From an optimization exercise on the open Yosys and OpenROAD flow, aimed at small area, a short achievable clock period and few clock cycles; shortcuts taken in it are not production practice.
The RTL was checked by simulation tests, not by an equivalence proof against the original design.
Power and IR drop assume default switching activity.

File: design.v
module rvmyth(
   output [9:0] OUT,
   input CLK,
   input reset,
   output [7:0] imem_addr,
   input [31:0] imem_data,
   output dmem_wr_en,
   output [3:0] dmem_addr,
   output [31:0] dmem_wdata,
   input [31:0] dmem_rdata
);
   wire clk = CLK;
   reg  [9:0]  pc;
   reg         ex_wr;         
   reg         ex_ld;         
   reg         ex_st;         
   reg         ex_r_eq, ex_r_ne, ex_r_lt, ex_r_ge, ex_r_ltu, ex_r_geu;  
   reg         ex_jalr;       
   reg  [4:0]  ex_rd;
   reg  [31:0] ex_a;
   reg  [31:0] ex_b;          
   reg  [3:0]  ex_maddr;      
   reg  [9:0]  ex_pc;
   reg         ex_lui, ex_auipc, ex_link;
   reg         ex_auipc_wr;   
   reg         ex_kill;       
   reg  [9:0]  ex_npc;        
   reg         ex_sub, ex_s_add, ex_s_slt, ex_s_sltu, ex_s_xor, ex_s_or, ex_s_and;
   reg         ex_s_sll, ex_s_srl, ex_s_sra, ex_sh5;
   wire [31:0] ex_res;
   wire        ex_wr_v = ex_wr && !ex_kill;
   wire        ex_st_v = ex_st && !ex_kill;
   wire        ex_auipc_wr_v = ex_auipc_wr && !ex_kill;
   wire [31:0] wb_data = ex_ld ? dmem_rdata : ex_res;
   wire [31:0] xr [0:31];
   assign xr[0] = 32'd0;
   genvar gi;
   generate for (gi = 1; gi < 32; gi = gi + 1) begin : g_rf
      reg [31:0] r;
      always @(posedge clk)
         if (reset) r <= gi;
         else if (ex_wr_v && ex_rd == gi) r <= wb_data;
      assign xr[gi] = r;
   end endgenerate
   wire [31:0] ins = imem_data;
   wire [6:0]  op  = ins[6:0];
   wire [4:0]  op5 = ins[6:2];
   wire [2:0]  f3  = ins[14:12];
   wire        f7b = ins[30];
   wire [4:0]  rd  = ins[11:7];
   wire [4:0]  rs1 = ins[19:15];
   wire [4:0]  rs2 = ins[24:20];
   wire c_i = op5 == 5'b00000 || op5 == 5'b00001 || op5 == 5'b00100 || op5 == 5'b00110 || op5 == 5'b11001;
   wire c_r = op5 == 5'b01011 || op5 == 5'b10100 || op5 == 5'b01100 || op5 == 5'b01101;
   wire c_b = op5 == 5'b11000;
   wire c_u = op5 == 5'b00101 || op5 == 5'b01101;
   wire c_s = op5 == 5'b01000 || op5 == 5'b01001;
   wire c_j = op5 == 5'b11011;
   wire [31:0] imm = c_i ? {{21{ins[31]}}, ins[30:20]} :
                     c_s ? {{21{ins[31]}}, ins[30:25], ins[11:8], ins[7]} :
                     c_b ? {{20{ins[31]}}, ins[7], ins[30:25], ins[11:8], 1'b0} :
                     c_u ? {ins[31:12], 12'b0} :
                     c_j ? {{12{ins[31]}}, ins[19:12], ins[20], ins[30:21], 1'b0} : 32'b0;
   wire is_opi  = op == 7'b0010011;
   wire is_op   = op == 7'b0110011;
   wire is_bra  = op == 7'b1100011 && f3 != 3'b010 && f3 != 3'b011;
   wire is_jal  = op == 7'b1101111;
   wire is_jalr = op == 7'b1100111 && f3 == 3'b000;
   wire is_load = op == 7'b0000011;
   wire is_lui  = op == 7'b0110111;
   wire is_auipc= op == 7'b0010111;
   wire d_add  = (is_opi && f3 == 3'b000) || (is_op && f3 == 3'b000 && ins[31:25] == 7'b0000000) ||
                 (is_op && f3 == 3'b000 && ins[31:25] == 7'b0100000) || is_load || c_s;
   wire d_sub  = is_op && f3 == 3'b000 && f7b;
   wire d_slt  = (is_opi && f3 == 3'b010) || (is_op && f3 == 3'b010 && ins[31:25] == 7'b0);
   wire d_sltu = (is_opi && f3 == 3'b011) || (is_op && f3 == 3'b011 && ins[31:25] == 7'b0);
   wire d_xor  = (is_opi && f3 == 3'b100) || (is_op && f3 == 3'b100 && ins[31:25] == 7'b0);
   wire d_or   = (is_opi && f3 == 3'b110) || (is_op && f3 == 3'b110 && ins[31:25] == 7'b0);
   wire d_and  = (is_opi && f3 == 3'b111) || (is_op && f3 == 3'b111 && ins[31:25] == 7'b0);
   wire d_sll  = (is_opi || is_op) && f3 == 3'b001 && !f7b;
   wire d_srl  = (is_opi || is_op) && f3 == 3'b101 && !f7b;
   wire d_sra  = (is_opi || is_op) && f3 == 3'b101 && f7b;
   wire d_sh5  = is_opi ? (f3 == 3'b001 || (f3 == 3'b101 && !f7b)) : (f3 == 3'b101 && !f7b);
   wire rd_valid = c_r || c_i || c_u || c_j;
   wire rs2_used = op5 == 5'b01100 || c_s || c_b;
   wire        ex_redirect;
   wire [9:0]  ex_target;
   wire [31:0] rf1 = xr[rs1];
   wire [31:0] rf2 = xr[rs2];
   wire fa_ex  = ex_wr_v && ex_rd == rs1;
   wire fb_ex  = ex_wr_v && ex_rd == rs2;
   wire [31:0] a_val = fa_ex ? wb_data : rf1;
   wire        b_ex  = rs2_used && fb_ex;
   wire [31:0] b_val = b_ex ? wb_data : rs2_used ? rf2 : imm;
   wire        fd_sub = d_sub || d_slt || d_sltu || is_bra;
   wire        stall = (is_load || c_s) && fa_ex;
   wire [5:0] maddr_a = rf1[5:0];
   wire [5:0] maddr_b = (c_s ? {ins[25], ins[11:7]} : ins[25:20]);
   wire [5:0] maddr_g0 = maddr_a & maddr_b;
   wire [5:0] maddr_p0 = maddr_a ^ maddr_b;
   wire [5:0] maddr_g1 = {(maddr_g0[5] | (maddr_p0[5] & maddr_g0[4])), (maddr_g0[4] | (maddr_p0[4] & maddr_g0[3])), (maddr_g0[3] | (maddr_p0[3] & maddr_g0[2])), (maddr_g0[2] | (maddr_p0[2] & maddr_g0[1])), (maddr_g0[1] | (maddr_p0[1] & maddr_g0[0])), (maddr_g0[0])};
   wire [5:0] maddr_p1 = {(maddr_p0[5] & maddr_p0[4]), (maddr_p0[4] & maddr_p0[3]), (maddr_p0[3] & maddr_p0[2]), (maddr_p0[2] & maddr_p0[1]), (maddr_p0[1] & maddr_p0[0]), (maddr_p0[0])};
   wire [5:0] maddr_g2 = {(maddr_g1[5] | (maddr_p1[5] & maddr_g1[3])), (maddr_g1[4] | (maddr_p1[4] & maddr_g1[2])), (maddr_g1[3] | (maddr_p1[3] & maddr_g1[1])), (maddr_g1[2] | (maddr_p1[2] & maddr_g1[0])), (maddr_g1[1]), (maddr_g1[0])};
   wire [5:0] maddr_p2 = {(maddr_p1[5] & maddr_p1[3]), (maddr_p1[4] & maddr_p1[2]), (maddr_p1[3] & maddr_p1[1]), (maddr_p1[2] & maddr_p1[0]), (maddr_p1[1]), (maddr_p1[0])};
   wire [5:0] maddr_g3 = {(maddr_g2[5] | (maddr_p2[5] & maddr_g2[1])), (maddr_g2[4] | (maddr_p2[4] & maddr_g2[0])), (maddr_g2[3]), (maddr_g2[2]), (maddr_g2[1]), (maddr_g2[0])};
   wire [5:0] maddr_p3 = {(maddr_p2[5] & maddr_p2[1]), (maddr_p2[4] & maddr_p2[0]), (maddr_p2[3]), (maddr_p2[2]), (maddr_p2[1]), (maddr_p2[0])};
   wire [5:0] maddr = maddr_p0 ^ {maddr_g3[4:0], 1'b0};
   wire [7:0] pc_inc_a = pc[9:2];
   wire [8:0] pc_inc = {(&pc_inc_a[7:0]), (pc_inc_a[7] ^ (&pc_inc_a[6:0])), (pc_inc_a[6] ^ (&pc_inc_a[5:0])), (pc_inc_a[5] ^ (&pc_inc_a[4:0])), (pc_inc_a[4] ^ (&pc_inc_a[3:0])), (pc_inc_a[3] ^ (&pc_inc_a[2:0])), (pc_inc_a[2] ^ (&pc_inc_a[1:0])), (pc_inc_a[1] ^ (&pc_inc_a[0:0])), ~pc_inc_a[0]};
   wire [10:0] pc4    = {pc_inc, pc[1:0]};
   wire [9:0] tgt_b_a = pc;
   wire [9:0] tgt_b_b = {ins[29:25], ins[11:8], 1'b0};
   wire [9:0] tgt_b_g0 = tgt_b_a & tgt_b_b;
   wire [9:0] tgt_b_p0 = tgt_b_a ^ tgt_b_b;
   wire [9:0] tgt_b_g1 = {(tgt_b_g0[9] | (tgt_b_p0[9] & tgt_b_g0[8])), (tgt_b_g0[8] | (tgt_b_p0[8] & tgt_b_g0[7])), (tgt_b_g0[7] | (tgt_b_p0[7] & tgt_b_g0[6])), (tgt_b_g0[6] | (tgt_b_p0[6] & tgt_b_g0[5])), (tgt_b_g0[5] | (tgt_b_p0[5] & tgt_b_g0[4])), (tgt_b_g0[4] | (tgt_b_p0[4] & tgt_b_g0[3])), (tgt_b_g0[3] | (tgt_b_p0[3] & tgt_b_g0[2])), (tgt_b_g0[2] | (tgt_b_p0[2] & tgt_b_g0[1])), (tgt_b_g0[1] | (tgt_b_p0[1] & tgt_b_g0[0])), (tgt_b_g0[0])};
   wire [9:0] tgt_b_p1 = {(tgt_b_p0[9] & tgt_b_p0[8]), (tgt_b_p0[8] & tgt_b_p0[7]), (tgt_b_p0[7] & tgt_b_p0[6]), (tgt_b_p0[6] & tgt_b_p0[5]), (tgt_b_p0[5] & tgt_b_p0[4]), (tgt_b_p0[4] & tgt_b_p0[3]), (tgt_b_p0[3] & tgt_b_p0[2]), (tgt_b_p0[2] & tgt_b_p0[1]), (tgt_b_p0[1] & tgt_b_p0[0]), (tgt_b_p0[0])};
   wire [9:0] tgt_b_g2 = {(tgt_b_g1[9] | (tgt_b_p1[9] & tgt_b_g1[7])), (tgt_b_g1[8] | (tgt_b_p1[8] & tgt_b_g1[6])), (tgt_b_g1[7] | (tgt_b_p1[7] & tgt_b_g1[5])), (tgt_b_g1[6] | (tgt_b_p1[6] & tgt_b_g1[4])), (tgt_b_g1[5] | (tgt_b_p1[5] & tgt_b_g1[3])), (tgt_b_g1[4] | (tgt_b_p1[4] & tgt_b_g1[2])), (tgt_b_g1[3] | (tgt_b_p1[3] & tgt_b_g1[1])), (tgt_b_g1[2] | (tgt_b_p1[2] & tgt_b_g1[0])), (tgt_b_g1[1]), (tgt_b_g1[0])};
   wire [9:0] tgt_b_p2 = {(tgt_b_p1[9] & tgt_b_p1[7]), (tgt_b_p1[8] & tgt_b_p1[6]), (tgt_b_p1[7] & tgt_b_p1[5]), (tgt_b_p1[6] & tgt_b_p1[4]), (tgt_b_p1[5] & tgt_b_p1[3]), (tgt_b_p1[4] & tgt_b_p1[2]), (tgt_b_p1[3] & tgt_b_p1[1]), (tgt_b_p1[2] & tgt_b_p1[0]), (tgt_b_p1[1]), (tgt_b_p1[0])};
   wire [9:0] tgt_b_g3 = {(tgt_b_g2[9] | (tgt_b_p2[9] & tgt_b_g2[5])), (tgt_b_g2[8] | (tgt_b_p2[8] & tgt_b_g2[4])), (tgt_b_g2[7] | (tgt_b_p2[7] & tgt_b_g2[3])), (tgt_b_g2[6] | (tgt_b_p2[6] & tgt_b_g2[2])), (tgt_b_g2[5] | (tgt_b_p2[5] & tgt_b_g2[1])), (tgt_b_g2[4] | (tgt_b_p2[4] & tgt_b_g2[0])), (tgt_b_g2[3]), (tgt_b_g2[2]), (tgt_b_g2[1]), (tgt_b_g2[0])};
   wire [9:0] tgt_b_p3 = {(tgt_b_p2[9] & tgt_b_p2[5]), (tgt_b_p2[8] & tgt_b_p2[4]), (tgt_b_p2[7] & tgt_b_p2[3]), (tgt_b_p2[6] & tgt_b_p2[2]), (tgt_b_p2[5] & tgt_b_p2[1]), (tgt_b_p2[4] & tgt_b_p2[0]), (tgt_b_p2[3]), (tgt_b_p2[2]), (tgt_b_p2[1]), (tgt_b_p2[0])};
   wire [9:0] tgt_b_g4 = {(tgt_b_g3[9] | (tgt_b_p3[9] & tgt_b_g3[1])), (tgt_b_g3[8] | (tgt_b_p3[8] & tgt_b_g3[0])), (tgt_b_g3[7]), (tgt_b_g3[6]), (tgt_b_g3[5]), (tgt_b_g3[4]), (tgt_b_g3[3]), (tgt_b_g3[2]), (tgt_b_g3[1]), (tgt_b_g3[0])};
   wire [9:0] tgt_b_p4 = {(tgt_b_p3[9] & tgt_b_p3[1]), (tgt_b_p3[8] & tgt_b_p3[0]), (tgt_b_p3[7]), (tgt_b_p3[6]), (tgt_b_p3[5]), (tgt_b_p3[4]), (tgt_b_p3[3]), (tgt_b_p3[2]), (tgt_b_p3[1]), (tgt_b_p3[0])};
   wire [9:0] tgt_b = tgt_b_p0 ^ {tgt_b_g4[8:0], 1'b0};
   wire [9:0] tgt_j_a = pc;
   wire [9:0] tgt_j_b = {ins[29:21], 1'b0};
   wire [9:0] tgt_j_g0 = tgt_j_a & tgt_j_b;
   wire [9:0] tgt_j_p0 = tgt_j_a ^ tgt_j_b;
   wire [9:0] tgt_j_g1 = {(tgt_j_g0[9] | (tgt_j_p0[9] & tgt_j_g0[8])), (tgt_j_g0[8] | (tgt_j_p0[8] & tgt_j_g0[7])), (tgt_j_g0[7] | (tgt_j_p0[7] & tgt_j_g0[6])), (tgt_j_g0[6] | (tgt_j_p0[6] & tgt_j_g0[5])), (tgt_j_g0[5] | (tgt_j_p0[5] & tgt_j_g0[4])), (tgt_j_g0[4] | (tgt_j_p0[4] & tgt_j_g0[3])), (tgt_j_g0[3] | (tgt_j_p0[3] & tgt_j_g0[2])), (tgt_j_g0[2] | (tgt_j_p0[2] & tgt_j_g0[1])), (tgt_j_g0[1] | (tgt_j_p0[1] & tgt_j_g0[0])), (tgt_j_g0[0])};
   wire [9:0] tgt_j_p1 = {(tgt_j_p0[9] & tgt_j_p0[8]), (tgt_j_p0[8] & tgt_j_p0[7]), (tgt_j_p0[7] & tgt_j_p0[6]), (tgt_j_p0[6] & tgt_j_p0[5]), (tgt_j_p0[5] & tgt_j_p0[4]), (tgt_j_p0[4] & tgt_j_p0[3]), (tgt_j_p0[3] & tgt_j_p0[2]), (tgt_j_p0[2] & tgt_j_p0[1]), (tgt_j_p0[1] & tgt_j_p0[0]), (tgt_j_p0[0])};
   wire [9:0] tgt_j_g2 = {(tgt_j_g1[9] | (tgt_j_p1[9] & tgt_j_g1[7])), (tgt_j_g1[8] | (tgt_j_p1[8] & tgt_j_g1[6])), (tgt_j_g1[7] | (tgt_j_p1[7] & tgt_j_g1[5])), (tgt_j_g1[6] | (tgt_j_p1[6] & tgt_j_g1[4])), (tgt_j_g1[5] | (tgt_j_p1[5] & tgt_j_g1[3])), (tgt_j_g1[4] | (tgt_j_p1[4] & tgt_j_g1[2])), (tgt_j_g1[3] | (tgt_j_p1[3] & tgt_j_g1[1])), (tgt_j_g1[2] | (tgt_j_p1[2] & tgt_j_g1[0])), (tgt_j_g1[1]), (tgt_j_g1[0])};
   wire [9:0] tgt_j_p2 = {(tgt_j_p1[9] & tgt_j_p1[7]), (tgt_j_p1[8] & tgt_j_p1[6]), (tgt_j_p1[7] & tgt_j_p1[5]), (tgt_j_p1[6] & tgt_j_p1[4]), (tgt_j_p1[5] & tgt_j_p1[3]), (tgt_j_p1[4] & tgt_j_p1[2]), (tgt_j_p1[3] & tgt_j_p1[1]), (tgt_j_p1[2] & tgt_j_p1[0]), (tgt_j_p1[1]), (tgt_j_p1[0])};
   wire [9:0] tgt_j_g3 = {(tgt_j_g2[9] | (tgt_j_p2[9] & tgt_j_g2[5])), (tgt_j_g2[8] | (tgt_j_p2[8] & tgt_j_g2[4])), (tgt_j_g2[7] | (tgt_j_p2[7] & tgt_j_g2[3])), (tgt_j_g2[6] | (tgt_j_p2[6] & tgt_j_g2[2])), (tgt_j_g2[5] | (tgt_j_p2[5] & tgt_j_g2[1])), (tgt_j_g2[4] | (tgt_j_p2[4] & tgt_j_g2[0])), (tgt_j_g2[3]), (tgt_j_g2[2]), (tgt_j_g2[1]), (tgt_j_g2[0])};
   wire [9:0] tgt_j_p3 = {(tgt_j_p2[9] & tgt_j_p2[5]), (tgt_j_p2[8] & tgt_j_p2[4]), (tgt_j_p2[7] & tgt_j_p2[3]), (tgt_j_p2[6] & tgt_j_p2[2]), (tgt_j_p2[5] & tgt_j_p2[1]), (tgt_j_p2[4] & tgt_j_p2[0]), (tgt_j_p2[3]), (tgt_j_p2[2]), (tgt_j_p2[1]), (tgt_j_p2[0])};
   wire [9:0] tgt_j_g4 = {(tgt_j_g3[9] | (tgt_j_p3[9] & tgt_j_g3[1])), (tgt_j_g3[8] | (tgt_j_p3[8] & tgt_j_g3[0])), (tgt_j_g3[7]), (tgt_j_g3[6]), (tgt_j_g3[5]), (tgt_j_g3[4]), (tgt_j_g3[3]), (tgt_j_g3[2]), (tgt_j_g3[1]), (tgt_j_g3[0])};
   wire [9:0] tgt_j_p4 = {(tgt_j_p3[9] & tgt_j_p3[1]), (tgt_j_p3[8] & tgt_j_p3[0]), (tgt_j_p3[7]), (tgt_j_p3[6]), (tgt_j_p3[5]), (tgt_j_p3[4]), (tgt_j_p3[3]), (tgt_j_p3[2]), (tgt_j_p3[1]), (tgt_j_p3[0])};
   wire [9:0] tgt_j = tgt_j_p0 ^ {tgt_j_g4[8:0], 1'b0};
   wire        pred   = is_bra && ins[31];
   wire        jalr_fast = is_jalr && ex_auipc_wr_v && ex_rd == rs1;
   wire [9:0] jalr_tgt_a = ex_pc;
   wire [9:0] jalr_tgt_b = ins[29:20];
   wire [9:0] jalr_tgt_g0 = jalr_tgt_a & jalr_tgt_b;
   wire [9:0] jalr_tgt_p0 = jalr_tgt_a ^ jalr_tgt_b;
   wire [9:0] jalr_tgt_g1 = {(jalr_tgt_g0[9] | (jalr_tgt_p0[9] & jalr_tgt_g0[8])), (jalr_tgt_g0[8] | (jalr_tgt_p0[8] & jalr_tgt_g0[7])), (jalr_tgt_g0[7] | (jalr_tgt_p0[7] & jalr_tgt_g0[6])), (jalr_tgt_g0[6] | (jalr_tgt_p0[6] & jalr_tgt_g0[5])), (jalr_tgt_g0[5] | (jalr_tgt_p0[5] & jalr_tgt_g0[4])), (jalr_tgt_g0[4] | (jalr_tgt_p0[4] & jalr_tgt_g0[3])), (jalr_tgt_g0[3] | (jalr_tgt_p0[3] & jalr_tgt_g0[2])), (jalr_tgt_g0[2] | (jalr_tgt_p0[2] & jalr_tgt_g0[1])), (jalr_tgt_g0[1] | (jalr_tgt_p0[1] & jalr_tgt_g0[0])), (jalr_tgt_g0[0])};
   wire [9:0] jalr_tgt_p1 = {(jalr_tgt_p0[9] & jalr_tgt_p0[8]), (jalr_tgt_p0[8] & jalr_tgt_p0[7]), (jalr_tgt_p0[7] & jalr_tgt_p0[6]), (jalr_tgt_p0[6] & jalr_tgt_p0[5]), (jalr_tgt_p0[5] & jalr_tgt_p0[4]), (jalr_tgt_p0[4] & jalr_tgt_p0[3]), (jalr_tgt_p0[3] & jalr_tgt_p0[2]), (jalr_tgt_p0[2] & jalr_tgt_p0[1]), (jalr_tgt_p0[1] & jalr_tgt_p0[0]), (jalr_tgt_p0[0])};
   wire [9:0] jalr_tgt_g2 = {(jalr_tgt_g1[9] | (jalr_tgt_p1[9] & jalr_tgt_g1[7])), (jalr_tgt_g1[8] | (jalr_tgt_p1[8] & jalr_tgt_g1[6])), (jalr_tgt_g1[7] | (jalr_tgt_p1[7] & jalr_tgt_g1[5])), (jalr_tgt_g1[6] | (jalr_tgt_p1[6] & jalr_tgt_g1[4])), (jalr_tgt_g1[5] | (jalr_tgt_p1[5] & jalr_tgt_g1[3])), (jalr_tgt_g1[4] | (jalr_tgt_p1[4] & jalr_tgt_g1[2])), (jalr_tgt_g1[3] | (jalr_tgt_p1[3] & jalr_tgt_g1[1])), (jalr_tgt_g1[2] | (jalr_tgt_p1[2] & jalr_tgt_g1[0])), (jalr_tgt_g1[1]), (jalr_tgt_g1[0])};
   wire [9:0] jalr_tgt_p2 = {(jalr_tgt_p1[9] & jalr_tgt_p1[7]), (jalr_tgt_p1[8] & jalr_tgt_p1[6]), (jalr_tgt_p1[7] & jalr_tgt_p1[5]), (jalr_tgt_p1[6] & jalr_tgt_p1[4]), (jalr_tgt_p1[5] & jalr_tgt_p1[3]), (jalr_tgt_p1[4] & jalr_tgt_p1[2]), (jalr_tgt_p1[3] & jalr_tgt_p1[1]), (jalr_tgt_p1[2] & jalr_tgt_p1[0]), (jalr_tgt_p1[1]), (jalr_tgt_p1[0])};
   wire [9:0] jalr_tgt_g3 = {(jalr_tgt_g2[9] | (jalr_tgt_p2[9] & jalr_tgt_g2[5])), (jalr_tgt_g2[8] | (jalr_tgt_p2[8] & jalr_tgt_g2[4])), (jalr_tgt_g2[7] | (jalr_tgt_p2[7] & jalr_tgt_g2[3])), (jalr_tgt_g2[6] | (jalr_tgt_p2[6] & jalr_tgt_g2[2])), (jalr_tgt_g2[5] | (jalr_tgt_p2[5] & jalr_tgt_g2[1])), (jalr_tgt_g2[4] | (jalr_tgt_p2[4] & jalr_tgt_g2[0])), (jalr_tgt_g2[3]), (jalr_tgt_g2[2]), (jalr_tgt_g2[1]), (jalr_tgt_g2[0])};
   wire [9:0] jalr_tgt_p3 = {(jalr_tgt_p2[9] & jalr_tgt_p2[5]), (jalr_tgt_p2[8] & jalr_tgt_p2[4]), (jalr_tgt_p2[7] & jalr_tgt_p2[3]), (jalr_tgt_p2[6] & jalr_tgt_p2[2]), (jalr_tgt_p2[5] & jalr_tgt_p2[1]), (jalr_tgt_p2[4] & jalr_tgt_p2[0]), (jalr_tgt_p2[3]), (jalr_tgt_p2[2]), (jalr_tgt_p2[1]), (jalr_tgt_p2[0])};
   wire [9:0] jalr_tgt_g4 = {(jalr_tgt_g3[9] | (jalr_tgt_p3[9] & jalr_tgt_g3[1])), (jalr_tgt_g3[8] | (jalr_tgt_p3[8] & jalr_tgt_g3[0])), (jalr_tgt_g3[7]), (jalr_tgt_g3[6]), (jalr_tgt_g3[5]), (jalr_tgt_g3[4]), (jalr_tgt_g3[3]), (jalr_tgt_g3[2]), (jalr_tgt_g3[1]), (jalr_tgt_g3[0])};
   wire [9:0] jalr_tgt_p4 = {(jalr_tgt_p3[9] & jalr_tgt_p3[1]), (jalr_tgt_p3[8] & jalr_tgt_p3[0]), (jalr_tgt_p3[7]), (jalr_tgt_p3[6]), (jalr_tgt_p3[5]), (jalr_tgt_p3[4]), (jalr_tgt_p3[3]), (jalr_tgt_p3[2]), (jalr_tgt_p3[1]), (jalr_tgt_p3[0])};
   wire [9:0] jalr_tgt = jalr_tgt_p0 ^ {jalr_tgt_g4[8:0], 1'b0};
   wire        go     = !reset && !stall;
   always @(posedge clk) begin
      if (reset)            pc <= 10'd0;
      else if (ex_redirect) pc <= ex_target;
      else if (stall)       pc <= pc;
      else if (jalr_fast)   pc <= jalr_tgt;
      else if (is_jal)      pc <= tgt_j;
      else if (pred)        pc <= tgt_b;
      else                  pc <= pc4[9:0];
   end
   always @(posedge clk) begin
      ex_wr   <= go && rd_valid && rd != 5'd0;
      ex_ld   <= go && is_load;
      ex_st   <= go && c_s;
      ex_r_eq  <= go && is_bra && (pred ? f3 == 3'b001 : f3 == 3'b000);
      ex_r_ne  <= go && is_bra && (pred ? f3 == 3'b000 : f3 == 3'b001);
      ex_r_lt  <= go && is_bra && (pred ? f3 == 3'b101 : f3 == 3'b100);
      ex_r_ge  <= go && is_bra && (pred ? f3 == 3'b100 : f3 == 3'b101);
      ex_r_ltu <= go && is_bra && (pred ? f3 == 3'b111 : f3 == 3'b110);
      ex_r_geu <= go && is_bra && (pred ? f3 == 3'b110 : f3 == 3'b111);
      ex_jalr <= go && is_jalr && !jalr_fast;
      ex_auipc_wr <= go && is_auipc && rd != 5'd0;
      ex_kill <= ex_redirect;
      ex_rd   <= rd;
      ex_a    <= a_val;
      ex_b    <= b_val ^ {32{fd_sub}};
      ex_maddr <= maddr[5:2];
      ex_pc   <= pc;
      ex_lui  <= is_lui;
      ex_auipc <= is_auipc;
      ex_link <= is_jal || is_jalr;
      ex_npc  <= pred ? pc4[9:0] : tgt_b;
      ex_sub  <= fd_sub;
      ex_s_add <= d_add || d_sub;
      ex_s_slt <= d_slt;
      ex_s_sltu <= d_sltu;
      ex_s_xor <= d_xor;
      ex_s_or  <= d_or;
      ex_s_and <= d_and;
      ex_s_sll <= d_sll;
      ex_s_srl <= d_srl;
      ex_s_sra <= d_sra;
      ex_sh5   <= d_sh5;
   end
   wire [7:0] ex_pc_inc_a = ex_pc[9:2];
   wire [8:0] ex_pc_inc = {(&ex_pc_inc_a[7:0]), (ex_pc_inc_a[7] ^ (&ex_pc_inc_a[6:0])), (ex_pc_inc_a[6] ^ (&ex_pc_inc_a[5:0])), (ex_pc_inc_a[5] ^ (&ex_pc_inc_a[4:0])), (ex_pc_inc_a[4] ^ (&ex_pc_inc_a[3:0])), (ex_pc_inc_a[3] ^ (&ex_pc_inc_a[2:0])), (ex_pc_inc_a[2] ^ (&ex_pc_inc_a[1:0])), (ex_pc_inc_a[1] ^ (&ex_pc_inc_a[0:0])), ~ex_pc_inc_a[0]};
   wire [10:0] ex_pc4 = {ex_pc_inc, ex_pc[1:0]};
   wire [32:0] sum = {1'b0, ex_a} + {1'b0, ex_b} + {32'd0, ex_sub};
   wire ltu = !sum[32];
   wire lt  = (ex_a[31] == ex_b[31]) ? ex_a[31] : ltu;
   wire eq  = &(ex_a ^ ex_b);
   wire [5:0] sh = {ex_sh5 & ex_b[5], ex_b[4:0]};
   wire [31:0] a_rev, shr_rev;
   genvar gb;
   generate for (gb = 0; gb < 32; gb = gb + 1) begin : g_rev
      assign a_rev[gb] = ex_a[31-gb];
      assign shr_rev[gb] = shr[31-gb];
   end endgenerate
   wire [31:0] sh_in = ex_s_sll ? a_rev : ex_a;
   wire        fill  = ex_s_sra & ex_a[31];
   wire [63:0] shr64 = {{32{fill}}, sh_in} >> sh[4:0];
   wire [31:0] shr   = sh[5] ? {32{fill}} : shr64[31:0];
   assign ex_res = ({32{ex_s_add}}  & sum[31:0]) |
                   ({32{ex_s_slt}}  & {31'd0, lt}) |
                   ({32{ex_s_sltu}} & {31'd0, ltu}) |
                   ({32{ex_s_xor}}  & (ex_a ^ ex_b)) |
                   ({32{ex_s_or}}   & (ex_a | ex_b)) |
                   ({32{ex_s_and}}  & (ex_a & ex_b)) |
                   ({32{ex_s_sll}}  & shr_rev) |
                   ({32{ex_s_srl | ex_s_sra}} & shr) |
                   ({32{ex_lui}}    & {ex_b[31:12], 12'd0}) |
                   ({32{ex_auipc}}  & {ex_b[31:12], 2'b00, ex_pc}) |
                   ({32{ex_link}}   & {21'd0, ex_pc4});
   assign ex_redirect = !ex_kill && (ex_jalr || (ex_r_eq && eq) || (ex_r_ne && !eq) || (ex_r_lt && lt) ||
                        (ex_r_ge && !lt) || (ex_r_ltu && ltu) || (ex_r_geu && !ltu));
   assign ex_target   = ex_jalr ? sum[9:0] : ex_npc;
   assign imem_addr  = pc[9:2];
   assign dmem_wr_en = ex_st_v;
   assign dmem_addr  = ex_maddr;
   assign dmem_wdata = ex_b;
   assign OUT        = xr[17][9:0];
endmodule
File: flow/run.sh
#!/bin/bash
set -euo pipefail
bash standard.sh SETUP_SLACK_MARGIN=6.3 MATCH_CELL_FOOTPRINT=0 \
  "BUFFER_PORTS_ARGS=-buffer_cell sky130_fd_sc_hd__buf_4" finish > make_finish.log 2>&1
File: standard.sh
#!/bin/bash
# synth_recipe.tcl (not shown) runs the flow's synth.tcl, then flattens the netlist and writes it again
# the make line also repeats each setting of config.mk as NAME=value (left out here)
make -C /OpenROAD-flow-scripts/flow DESIGN_CONFIG=/design/flow/config.mk WORK_HOME=/design/flow/orfs CLKGATE_MAP_FILE= SYNTH_SCRIPT=/design/flow/synth_recipe.tcl "${@:-finish}"
File: config.mk
export PLATFORM = sky130hd
export DESIGN_NAME = rvmyth
export DESIGN_NICKNAME = rvmyth
export VERILOG_FILES = /design/flow/design.v
export SDC_FILE = /design/flow/constraint.sdc
export NUM_CORES = 4
export LEC_CHECK = 0
export CAP_MARGIN = 20
export CORE_MARGIN = 2
export CORE_UTILIZATION = 30
export PLACE_DENSITY = 0.45
export SLEW_MARGIN = 20
File: constraint.sdc
create_clock -name core_clock -period 10.0 [get_ports {CLK}]
set_input_delay 2.0000 -clock core_clock [delete_from_list [all_inputs] [get_ports {CLK}]]
set_output_delay 2.0000 -clock core_clock [all_outputs]
set_load 0.01 [all_outputs]
==> results of run 1 <==
[critical path, delay by kind of cell]
family | cells | cell delay, ps
and+or+nand+nor | 5 | 1480
buffers and inverters | 4 | 680
AOI/OAI and AO/OA | 1 | 250
xor gates and xnor gates | 2 | 350
[stage by stage]
stage | std cells | utilization [%] | hold slack (ps) | setup slack, ps
floorplan | 8100 | - | 350 | 5700
global placement | 10300 | 32.6 | 360 | 4070
detailed placement | 10300 | 32.6 | 366 | 4170
CTS | 10800 | 37.1 | 384 | 6140
global route | 11000 | 38.5 | 398 | 5950
finish | 11000 | 38.5 | 378 | 5930
[cells in the final DEF (no fill, tap or decap), types with 21 or more instances in the layout]
| cell type | netlist | layout |
|---|---|---|
| clkbuf_8 | 0 | 29 |
| a2111oi_4 | 0 | 29 |
| buf_8 | 1 | 23 |
| dfxtp_1 | 1120 | 1077 |
| nor4_1 | 77 | 36 |
| mux2i_1 | 50 | 47 |
| mux2_2 | 25 | 25 |
| nor2_4 | 0 | 88 |
| clkbuf_1 | 667 | 25 |
| clkbuf_16 | 0 | 175 |
| o21ai_0 | 180 | 157 |
| buf_4 | 20 | 483 |
| xnor2_1 | 58 | 54 |
| nand2_2 | 0 | 41 |
| dfxtp_2 | 0 | 39 |
| a21oi_1 | 918 | 900 |
| buf_6 | 8 | 70 |
| nand2_1 | 1920 | 1877 |
| a211oi_1 | 84 | 70 |
| nand4_1 | 105 | 105 |
| nand2b_1 | 42 | 33 |
| and3_1 | 144 | 133 |
| nor2_1 | 331 | 239 |
| nand3_1 | 327 | 310 |
| a221oi_1 | 32 | 21 |
| o31ai_1 | 50 | 39 |
| mux4_2 | 50 | 54 |
| diode_2 | 0 | 25 |
| a22oi_1 | 805 | 763 |
| ha_1 | 95 | 65 |
| nor4_2 | 0 | 21 |
| a22o_1 | 41 | 41 |
| a22oi_2 | 0 | 42 |
| a222oi_1 | 40 | 40 |
| nor3_1 | 67 | 47 |
| o211ai_1 | 162 | 162 |
| a21o_1 | 22 | 21 |
| inv_1 | 115 | 111 |
| buf_12 | 0 | 87 |
[what timing repair did]
| action | in CTS | in global routing |
|---|---|---|
| pin swaps | 99 | 131 |
| setup buffers | 209 | 109 |
| gates resized for setup | 501 | 308 |
| cloned | 22 | 17 |
| setup endpoints to repair | 1086 | 661 |
[kinds of logic (layout without fill, tap and decap cells)]
group | Yosys count | in the layout | synth area share, %
AND/OR/NAND/NOR | 3174 | 3177 | 22.8
AO/OA/AOI/OAI | 2589 | 2592 | 28.0
flip-flops | 1120 | 1120 | 36.7
buffers and inverters | 908 | 1081 | 5.90
multiplexers | 131 | 131 | 3.36
adder cells (fa/ha/maj) | 101 | 101 | 2.13
XOR/XNOR | 77 | 77 | 1.10
other | 0 | 25 | 0
[power groups by stage]
stage | Clock (W) | Sequential [W] | Combinational (W)
2_1_floorplan | 0 | 0.00463 | 0.000548
4_1_cts | 0.00532 | 0.00457 | 0.00109
3_3_place_gp | 0 | 0.00467 | 0.000959
6_report | 0.00530 | 0.00458 | 0.00124
5_1_grt | 0.00549 | 0.00458 | 0.00125
3_5_place_dp | 0 | 0.00467 | 0.000962
[sequential cells by signal, summed over array words and instances (netlist names), 4 cells and up]
signal / cells
ex_a: 32
ex_rd: 5
ex_maddr: 4
ex_npc: 10
pc: 10
g_rf.r: 992
ex_pc: 9
ex_b: 32
[area by class of cell]
| class | count | area, um^2 | area share, % |
|---|---|---|---|
| clock inverters | 50 | 648 | 0.832 |
| inverters | 120 | 502 | 0.644 |
| clock buffers | 195 | 4020 | 5.16 |
| diodes | 25 | 62.6 | 0.0803 |
| repair buffers | 716 | 7830 | 10.0 |
| flip-flops and latches | 1120 | 22500 | 28.9 |
| well taps | 2672 | 3340 | 4.29 |
| multi-input cells | 6078 | 39000 | 50.1 |
[layer usage]
layer  GRT usage [%]  routed length, um  up-vias
li1                -                  -    29600
met4            34.3              46700       22
met2            60.7             187000     6602
met1            51.5             167000    36100
met5               0                230        -
met3            15.0              62900     2090
[worst max path at each step]
| stage | cells past startpoint | slack (ps) | endpoint |
|---|---|---|---|
| floorplan | 14 | 5700 | ex_maddr[3] |
| global placement | 11 | 4070 | ex_b[20] |
| detailed placement | 14 | 4170 | ex_maddr[3] |
| CTS | 15 | 6140 | ex_maddr[3] |
| global route | 15 | 5950 | ex_maddr[3] |
| finish | 12 | 5930 | ex_maddr[3] |
==> flow_metrics.py, run 1 <==
metrics = {
    "clock_network": {
        "h-tree-depth": 4,
        "insertion_delay_ps": 840,
        "hold_buffers": 0,
        "cts_buffer_depth": 3,
        "cts_sinks": 1120,
        "cts_made_buffers": 138,
        "clockRootBuffer": "clkbuf_16",
        "clk_pin_slew_ps": 60,
        "cts_tree": "yes",
    },
    "worst_hold_path": {
        "hold-path-endpoint": "ex_npc[0]",
        "hold_path.class": "flip-flop to flip-flop",
        "whs_path_depth": 0,
        "hold_start": "pc[0]",
    },
    "yosys": {
        "yosysTopAreaCellShare_pct": 36.7,
        "synthesis.area_mm2": 0.0611,
        "netlist-cell-type-count": 97,
        "synth_most_common_cell": "nand2_1",
        "ys.flop_type": "dfxtp_1",
        "yosysTopAreaCell": "dfxtp_1",
        "async_flop_share_pct": 0,
        "ys_top_cells_by_area": "dfxtp_1, nand2_1, a22oi_1",
        "synth_common_cells": "nand2_1, dfxtp_1, a21oi_1",
        "ys_seq_elements": 1120,
        "syn_nets": 8266,
        "ys.warnings.count": 1,
        "yosysSeqAreaShare_pct": 36.7,
        "synth_edf_count": 0,
        "synthCells": 8100,
        "postSynthAreaPerCell_um2": 7.54,
    },
    "power_and_ir_drop": {
        "power.density_mw_per_mm2": 143,
        "pwr-share-comb_pct": 11.1,
        "p_switching_w": 0.00316,
        "internal_power_w": 0.00796,
        "p_seq_share_pct": 41.2,
        "switching_share_pct": 28.4,
        "p_clk_share_pct": 47.7,
        "p_total_w": 0.0111,
        "ir_drop_uv": 193,
        "leakage_nw": 27.4,
    },
    "detailed_routing": {
        "drt-initial-drc-count": 14700,
        "detail_route.wl_per_cell_um": 42.3,
        "drt-total-wl_mm": 464,
        "drt_first_pass_iters": 13,
        "vias_per_cell": 6.78,
        "drc_errors": 0,
        "num_vias": 74400,
        "ant_nets": 0,
    },
    "sta": {
        "maxSlewViolCount": 0,
        "post-route-min-period_ps": 4070,
        "period_share_pct": 40.7,
        "rsz0062_at_grt": "true",
        "fin_tns_setup_ps": 0,
        "slew_headroom_pct": 17.1,
        "fmax_ghz": 0.246,
        "final_hold_viol_count": 0,
        "skew_ps": 39.1,
        "worst_pin_slew_ps": 1240,
        "setup_violations": 0,
    },
    "setup_path": {
        "worstPathArrival_ps": 4790,
        "slowest_stage": "nor4_1",
        "worstPathCellList": "buf_16, or3b_4, buf_12, nor2_4, buf_4, buf_4, a22oi_1, nand2_1, nor4_1, nand2_1, xor2_1, xnor2_1",
        "slowest_delay_ps": 810,
        "cp-startpoint": "imem_data[17]",
        "critPathCaptureType": "flip-flop",
        "r2r_cells": 14,
        "criticalPathCategory": "input pin to flip-flop",
        "r2r_end": "ex_b[4]",
        "crit_required_ps": 10720,
        "crit_path_start_kind": "input pin",
        "rrSetupSlack_ps": 6240,
        "reg2reg_from": "ex_b[0]",
        "crit_path_max_fanout": 8,
    },
    "placed_design": {
        "place_area_mm2": 0.0660,
        "post-dp-hpwl_mm": 271,
        "place.gp.congestion": 1.00,
        "io_buffers": 120,
    },
    "die": {
        "ios": 121,
        "dieHeight_um": 455,
        "start_util_pct": 30.2,
        "rows": 165,
        "die_area_mm2": 0.207,
        "die_w_um": 455,
        "design.core.area_mm2": 0.202,
    },
    "outcome": {
        "status": "timing/DRC/antenna clean",
    },
    "global_routing": {
        "antenna_found_initial": 42,
        "grt_max_degree": 193,
        "grtUsageTotal_pct": 42.6,
        "grt_pass1_vias": 66600,
        "grt_pass1_wl_mm": 604,
        "grt_remaining_overflow": 0,
    },
    "layout": {
        "nFillCells": 20700,
        "design_area_mm2": 0.0779,
        "area_delta_synth_final_pct": 27.6,
        "drive_above_1_share_pct": 19.5,
        "nets": 8340,
    },
    "run": {
        "maxCapViolCount": 0,
    },
}
Testbench counts, summed over its fixed seeds: cycles 91,774.
==> inputs of run 2 (changes only) <==
==> flow/run.sh (replaced) <==
#!/bin/bash
set -euo pipefail
bash standard.sh SETUP_SLACK_MARGIN=6.0 MATCH_CELL_FOOTPRINT=0 \
  "BUFFER_PORTS_ARGS=-buffer_cell sky130_fd_sc_hd__buf_4" \
  "CTS_ARGS=-sink_clustering_enable -repair_clock_nets -dont_use_dummy_load -buf_list {sky130_fd_sc_hd__clkbuf_4 sky130_fd_sc_hd__clkbuf_8}" \
  finish > make_finish.log 2>&1
==> flow_metrics.py, run 2 <==
metrics = {
    "sta": {
        "final_hold_viol_count": 0,
        "slew_headroom_pct": 16.3,
        "skew_ps": 134,
        "post-route-min-period_ps": 4300,
        "maxSlewViolCount": 0,
        "period_share_pct": 43.0,
        "fin_tns_setup_ps": 0,
        "worst_pin_slew_ps": 1250,
        "rsz0062_at_grt": "true",
        "fmax_ghz": 0.233,
        "setup_violations": 0,
    },
    "yosys": {
        "ys_top_cells_by_area": "dfxtp_1, nand2_1, a22oi_1",
        "ys.flop_type": "dfxtp_1",
        "synthCells": 8100,
        "synth_xor_area_share_pct": 1.10,
        "postSynthAreaPerCell_um2": 7.54,
        "yosysTopAreaCellShare_pct": 36.7,
        "async_flop_share_pct": 0,
        "synth-simple-area-share_pct": 22.8,
        "synth_common_cells": "nand2_1, dfxtp_1, a21oi_1",
        "synth_edf_count": 0,
        "synthAdderAreaFrac_pct": 2.13,
        "ys_seq_elements": 1120,
        "synth_most_common_cell": "nand2_1",
        "yosysTopAreaCell": "dfxtp_1",
        "syn_nets": 8266,
        "synthMuxAreaShare_pct": 3.36,
        "yosysSeqAreaShare_pct": 36.7,
        "ys.warnings.count": 1,
        "synthesis.area_mm2": 0.0611,
        "netlist-cell-type-count": 97,
        "synth_top_family_by_area": "compound AO/OA/AOI/OAI gates",
        "synth-compound-area-share_pct": 28.0,
    },
    "setup_path": {
        "r2r_end": "ex_b[22]",
        "critPathCaptureType": "flip-flop",
        "r2r_cells": 11,
        "crit_path_start_kind": "input pin",
        "crit_required_ps": 10810,
        "rrSetupSlack_ps": 5940,
        "worstPathCellList": "buf_4, or3b_4, nor2_4, buf_4, buf_6, a22oi_1, nand2_1, nor4_1, a21oi_1, a21oi_1, xnor2_1",
        "path_buf_inv": 3,
        "crit_family": "simple AND/OR/NAND/NOR gates",
        "reg2reg_from": "ex_b[19]",
        "slowest_stage": "nor4_1",
        "crit_path_max_fanout": 21,
        "criticalPathCategory": "input pin to flip-flop",
        "slowest_delay_ps": 950,
        "worstPathArrival_ps": 5110,
    },
    "die": {
        "die_w_um": 455,
        "rows": 165,
        "start_util_pct": 30.2,
        "die_area_mm2": 0.207,
        "ios": 121,
        "dieHeight_um": 455,
        "design.core.area_mm2": 0.202,
    },
    "layout": {
        "layout_commonest_cell": "nand2_1",
        "largest_reg_flops": 992,
        "drive_above_1_share_pct": 13.8,
        "final_cell_mix": "nand2_1, dfxtp_1, a21oi_1",
        "stdcell_count": 10700,
        "top_regs": "g_rf.r (992), ex_a (32), ex_b (32)",
        "largest_register": "g_rf.r",
        "nets": 8165,
        "area_delta_synth_final_pct": 15.4,
    },
    "clock_network": {
        "insertion_delay_ps": 1020,
        "clk_pin_slew_ps": 60,
        "cts_made_buffers": 206,
        "hold_buffers": 0,
        "cts_tree": "yes",
        "cts_sinks": 1120,
        "clockRootBuffer": "clkbuf_8",
        "h-tree-depth": 4,
        "cts_buffer_depth": 3,
    },
    "detailed_routing": {
        "drt-initial-drc-count": 12800,
        "drt_first_pass_iters": 9,
        "drc_errors": 0,
        "wl_met2_mm": 178,
        "met3_length_mm": 57.5,
        "ant_nets": 0,
        "detail_route.wl_per_cell_um": 41.2,
        "top_layer_used": "met5",
        "num_vias": 71900,
        "drt-total-wl_mm": 440,
        "vias_per_cell": 6.73,
        "wl_met1_mm": 162,
    },
    "placed_design": {
        "io_buffers": 120,
        "place.gp.congestion": 0.992,
        "placed_cells": 10400,
        "post-dp-hpwl_mm": 268,
    },
    "global_routing": {
        "grtUsageTotal_pct": 40.7,
        "grt_pass1_vias": 65300,
        "grt_pass1_wl_mm": 581,
        "antenna_found_initial": 36,
        "grt_max_degree": 180,
        "grt_remaining_overflow": 0,
    },
    "worst_hold_path": {
        "hold_start": "pc[0]",
        "hold_path.class": "flip-flop to flip-flop",
        "whs_path_depth": 0,
        "hold-path-endpoint": "ex_npc[0]",
    },
    "power_and_ir_drop": {
        "ir_drop_uv": 144,
        "power.density_mw_per_mm2": 133,
        "leakage_nw": 24.4,
    },
    "outcome": {
        "status": "timing/DRC/antenna clean",
    },
    "run": {
        "maxCapViolCount": 0,
    },
}
==> run 2: report_power, final <==
part	leakage (nW)	internal, W	switching, W
Sequential	9.04	0.00451	0.0000760
Combinational	13.9	0.000294	0.000770
Clock	1.48	0.00179	0.00193
==> run 2: through the flow <==
stage	utilization [%]	total power, W	hold WS (ps)	setup slack [ps]	instance area [um^2]
2_1_floorplan	-	0.00516	350	5700	61700
6_report	34.8	0.00937	386	5700	70500
5_1_grt	34.8	0.00957	398	5950	70500
3_3_place_gp	32.4	0.00563	358	4240	65500
3_5_place_dp	32.4	0.00563	368	4260	65600
4_1_cts	34.4	0.00931	385	5960	69700
==> run 2: cell type report <==
cell class,count,area [um^2]
inverters,120,469
flip-flops and latches,1120,22400
clock buffers,206,2840
multi-input cells,6074,37100
diodes,15,37.5
fillers,21200,132000
well taps,2672,3340
repair buffers,477,4240
==> run 2: layer usage <==
metal	vias to the layer above	global-route usage, %
met5	-	0.712
met4	20	31.2
met3	1852	14.4
met2	6194	58.3
met1	34800	49.5
li1	29100	-
==> run 2: how the worst max path moves through the flow <==
stage	start	to	slack, ps	cells past startpoint
after floorplan	imem_data[16]	ex_maddr[3]	5700	14
after global placement	imem_data[17]	ex_maddr[1]	4240	14
after detailed placement	imem_data[22]	ex_b[25]	4260	11
after CTS	ex_a[11]	ex_b[22]	5960	11
after global routing	imem_data[16]	ex_maddr[2]	5950	15
final	imem_data[23]	ex_b[26]	5700	11
==> run 2: logic make-up after synthesis <==
logic type | after synthesis
AOI/OAI and AO/OA | 2589
xor gates and xnor gates | 77
adders and majority gates | 101
buffers and inverters | 908
DFF | 1120
muxes | 131
and+or+nand+nor | 3174
==> run 2: worst register-to-register path: stages, from the launching register on <==
cell	delay (ps)
dfxtp_1	680
inv_1	110
ha_1	510
a21oi_1	130
o21ai_0	500
mux2_2	410
a311oi_1	270
o2111ai_2	260
a32oi_2	370
buf_6	360
a21oi_1	150
xnor2_1	140
==> run 2: timing repair <==
action | in CTS | in global routing
gates resized for setup | 148 | 130
endpoints found under the setup margin | 916 | 543
gates cloned | 1 | 2
buffers inserted | 76 | 30
pin swaps | 31 | 19
==> inputs of run 3 (changes only) <==
==> flow/run.sh (replaced) <==
#!/bin/bash
set -euo pipefail
bash standard.sh SETUP_SLACK_MARGIN=6.5 MATCH_CELL_FOOTPRINT=0 \
  "BUFFER_PORTS_ARGS=-buffer_cell sky130_fd_sc_hd__buf_4" \
  "CTS_ARGS=-sink_clustering_enable -repair_clock_nets -dont_use_dummy_load -buf_list {sky130_fd_sc_hd__clkbuf_4 sky130_fd_sc_hd__clkbuf_8}" \
  finish > make_finish.log 2>&1
==> flow_metrics.py, run 3 <==
metrics = {
    "outcome": {
        "status": "timing/DRC/antenna clean",
    },
    "global_routing": {
        "grt_pass1_wl_mm": 601,
        "grtUsageTotal_pct": 42.2,
        "antenna_found_initial": 45,
        "grt_max_degree": 196,
        "grt_remaining_overflow": 0,
        "grt_pass1_vias": 67400,
    },
    "sta": {
        "fin_ws_ps": 6070,
        "fin_tns_setup_ps": 0,
        "period_share_pct": 39.3,
        "slew_headroom_pct": 13.2,
        "fmax_ghz": 0.254,
        "skew_ps": 114,
        "rsz0062_at_grt": "true",
        "worst_pin_slew_ps": 1300,
        "post-route-min-period_ps": 3930,
        "maxSlewViolCount": 0,
        "whs_ps": 378,
        "final_hold_viol_count": 0,
        "setup_violations": 0,
    },
    "die": {
        "start_util_pct": 30.2,
        "design.core.area_mm2": 0.202,
        "ios": 121,
        "dieHeight_um": 455,
        "die_w_um": 455,
        "die_area_mm2": 0.207,
        "rows": 165,
    },
    "detailed_routing": {
        "drt_first_pass_iters": 10,
        "drc_errors": 0,
        "ant_nets": 0,
        "vias_per_cell": 6.97,
        "num_vias": 78000,
        "drt-initial-drc-count": 14400,
        "detail_route.wl_per_cell_um": 43.1,
        "drt-total-wl_mm": 482,
    },
    "worst_hold_path": {
        "hold_start": "pc[0]",
        "hold_path.class": "flip-flop to flip-flop",
    },
    "layout": {
        "area_delta_synth_final_pct": 37.8,
        "top_regs": "g_rf.r (992), ex_a (32), ex_b (32)",
        "final_cell_mix": "nand2_1, dfxtp_1, a22oi_1",
        "nets": 8654,
        "layout_commonest_cell": "nand2_1",
        "largest_reg_flops": 992,
        "drive_above_1_share_pct": 30.1,
        "largest_register": "g_rf.r",
    },
    "yosys": {
        "ys.warnings.count": 1,
        "async_flop_share_pct": 0,
        "ys.flop_type": "dfxtp_1",
        "synthesis.area_mm2": 0.0611,
        "ys_seq_elements": 1120,
        "netlist-cell-type-count": 97,
        "synth_common_cells": "nand2_1, dfxtp_1, a21oi_1",
        "synth_xor_area_share_pct": 1.10,
        "postSynthAreaPerCell_um2": 7.54,
        "synth_edf_count": 0,
        "yosysTopAreaCell": "dfxtp_1",
        "synth-simple-area-share_pct": 22.8,
        "ys_top_cells_by_area": "dfxtp_1, nand2_1, a22oi_1",
        "synth-compound-area-share_pct": 28.0,
        "yosysTopAreaCellShare_pct": 36.7,
        "synth_most_common_cell": "nand2_1",
        "synth_top_family_by_area": "compound AO/OA/AOI/OAI gates",
        "synthCells": 8100,
        "yosysSeqAreaShare_pct": 36.7,
        "synthAdderAreaFrac_pct": 2.13,
        "syn_nets": 8266,
        "synthMuxAreaShare_pct": 3.36,
    },
    "clock_network": {
        "h-tree-depth": 4,
        "cts_made_buffers": 204,
        "hold_buffers": 0,
        "cts_sinks": 1120,
        "clk_pin_slew_ps": 50,
        "insertion_delay_ps": 1040,
        "cts_tree": "yes",
        "clockRootBuffer": "clkbuf_8",
        "cts_buffer_depth": 3,
    },
    "power_and_ir_drop": {
        "leakage_nw": 32.0,
        "ir_drop_uv": 169,
        "power.density_mw_per_mm2": 116,
    },
    "setup_path": {
        "rrSetupSlack_ps": 6200,
        "crit_path_start_kind": "input pin",
        "criticalPathCategory": "input pin to flip-flop",
        "cp-startpoint": "imem_data[16]",
        "crit_end": "ex_maddr[3]",
        "reg2reg_from": "ex_s_sll",
        "crit_required_ps": 10950,
        "critPathCaptureType": "flip-flop",
        "crit_path_max_fanout": 24,
        "r2r_cells": 12,
        "worstPathArrival_ps": 4880,
        "r2r_end": "ex_a[23]",
    },
    "placed_design": {
        "place_ws_ps": 4170,
        "place.gp.congestion": 1.02,
        "post-dp-hpwl_mm": 266,
        "io_buffers": 120,
    },
    "run": {
        "maxCapViolCount": 0,
    },
}
-- run 3: cell counts after synthesis --
Identical to the previous run, type by type.
-- run 3: routing by layer --
layer	part of all wire (%)	up-vias	track usage (%)
met2	39	7394	59.9
met1	36	38000	51.1
met3	15	2456	16.3
met5	0.036	-	0.184
li1	-	30100	-
met4	10	14	32.0
-- run 3: critical path: stages --
cell,delay [ps]
buf_12,130
or2_4,300
buf_4,180
nor2_4,450
buf_12,330
a22oi_1,140
nand4_1,130
or4_4,250
ha_4,240
and3_4,170
a21oi_2,120
o21ai_2,90
o22ai_2,140
xnor2_1,140
-- run 3: logic make-up after synthesis --
family	Yosys count
AOI/OAI and AO/OA	2589
DFF	1120
buffers and inverters	908
adders and majority gates	101
xor gates and xnor gates	77
and+or+nand+nor	3174
muxes	131
-- run 3: metrics by stage --
| stage | instances | util, % | power (W) | cell area (um^2) |
|---|---|---|---|---|
| floorplan | 8100 | - | 0.00519 | 62900 |
| global placement | 10300 | 32.6 | 0.00562 | 66000 |
| detailed placement | 10300 | 32.6 | 0.00563 | 66000 |
| CTS | 10900 | 37.1 | 0.00945 | 75000 |
| global route | 11200 | 41.6 | 0.00993 | 84100 |
| finish | 11200 | 41.6 | 0.00976 | 84200 |
-- run 3: worst min-delay path by stage --
stage / depth (start not counted) / end / slack (ps)
after global placement: 0 / ex_npc[0] / 360
after floorplan: 0 / ex_pc[9] / 350
final: 0 / ex_npc[0] / 380
after detailed placement: 0 / ex_npc[0] / 370
after global routing: 0 / ex_npc[0] / 390
after CTS: 0 / ex_npc[0] / 380
-- run 3: area by class of cell --
cell class,count,area (um^2)
Timing Repair Buffer,967,11900
Multi-Input combinational cell,6074,42900
Inverter,120,498
Timing Repair inverter,1,8.76
Clock buffer,204,2810
Tap cell,2672,3340
Sequential cell,1120,22700
Antenna cell,31,77.6
Fill cell,20200,118000
-- run 3: repair_timing --
action,CTS,global route
resized for setup,755,1336
pin swaps,126,464
setup endpoints to repair,1129,973
cloned,38,77
setup buffers,278,214
-- run 3: power breakdown --
part           internal (W)  switching (W)
Clock               0.00178        0.00196
Sequential          0.00450      0.0000654
Combinational      0.000519       0.000938

[re-timing with driven ports]
The flow's constraints put no driver on any port. The routed layouts listed below were extracted and timed again, unchanged, in two steps.
Step 1, drivers: a clkbuf_16 drives CLK and a buf_2 each remaining input, both assumed.
Step 2 moves the port delays by t, midway between the first and last clock arrival at a register: inputs arrive t later, outputs are due t later. That takes back most of the time a late clock gives input paths.
Slacks: ideal ports / drivers / drivers and shift; pairs: ideal ports / drivers.
run | t (ns) | setup slack, ns | worst register clock-pin slew, ns | worst data-port slew with drivers (ns)
run 1 | 0.911 | 5.928 / 5.858 / 4.948 | 0.07 / 0.07 | 0.23
run 2 | 1.050 | 5.704 / 5.748 / 4.698 | 0.07 / 0.07 | 0.07
run 3 | 1.075 | 6.068 / 5.952 / 4.877 | 0.08 / 0.08 | 0.26
After both steps every run listed still meets setup and hold. For run 3, which loses most, drivers alone change the setup slack by -0.116 ns; drivers and shift together by -1.191 ns.
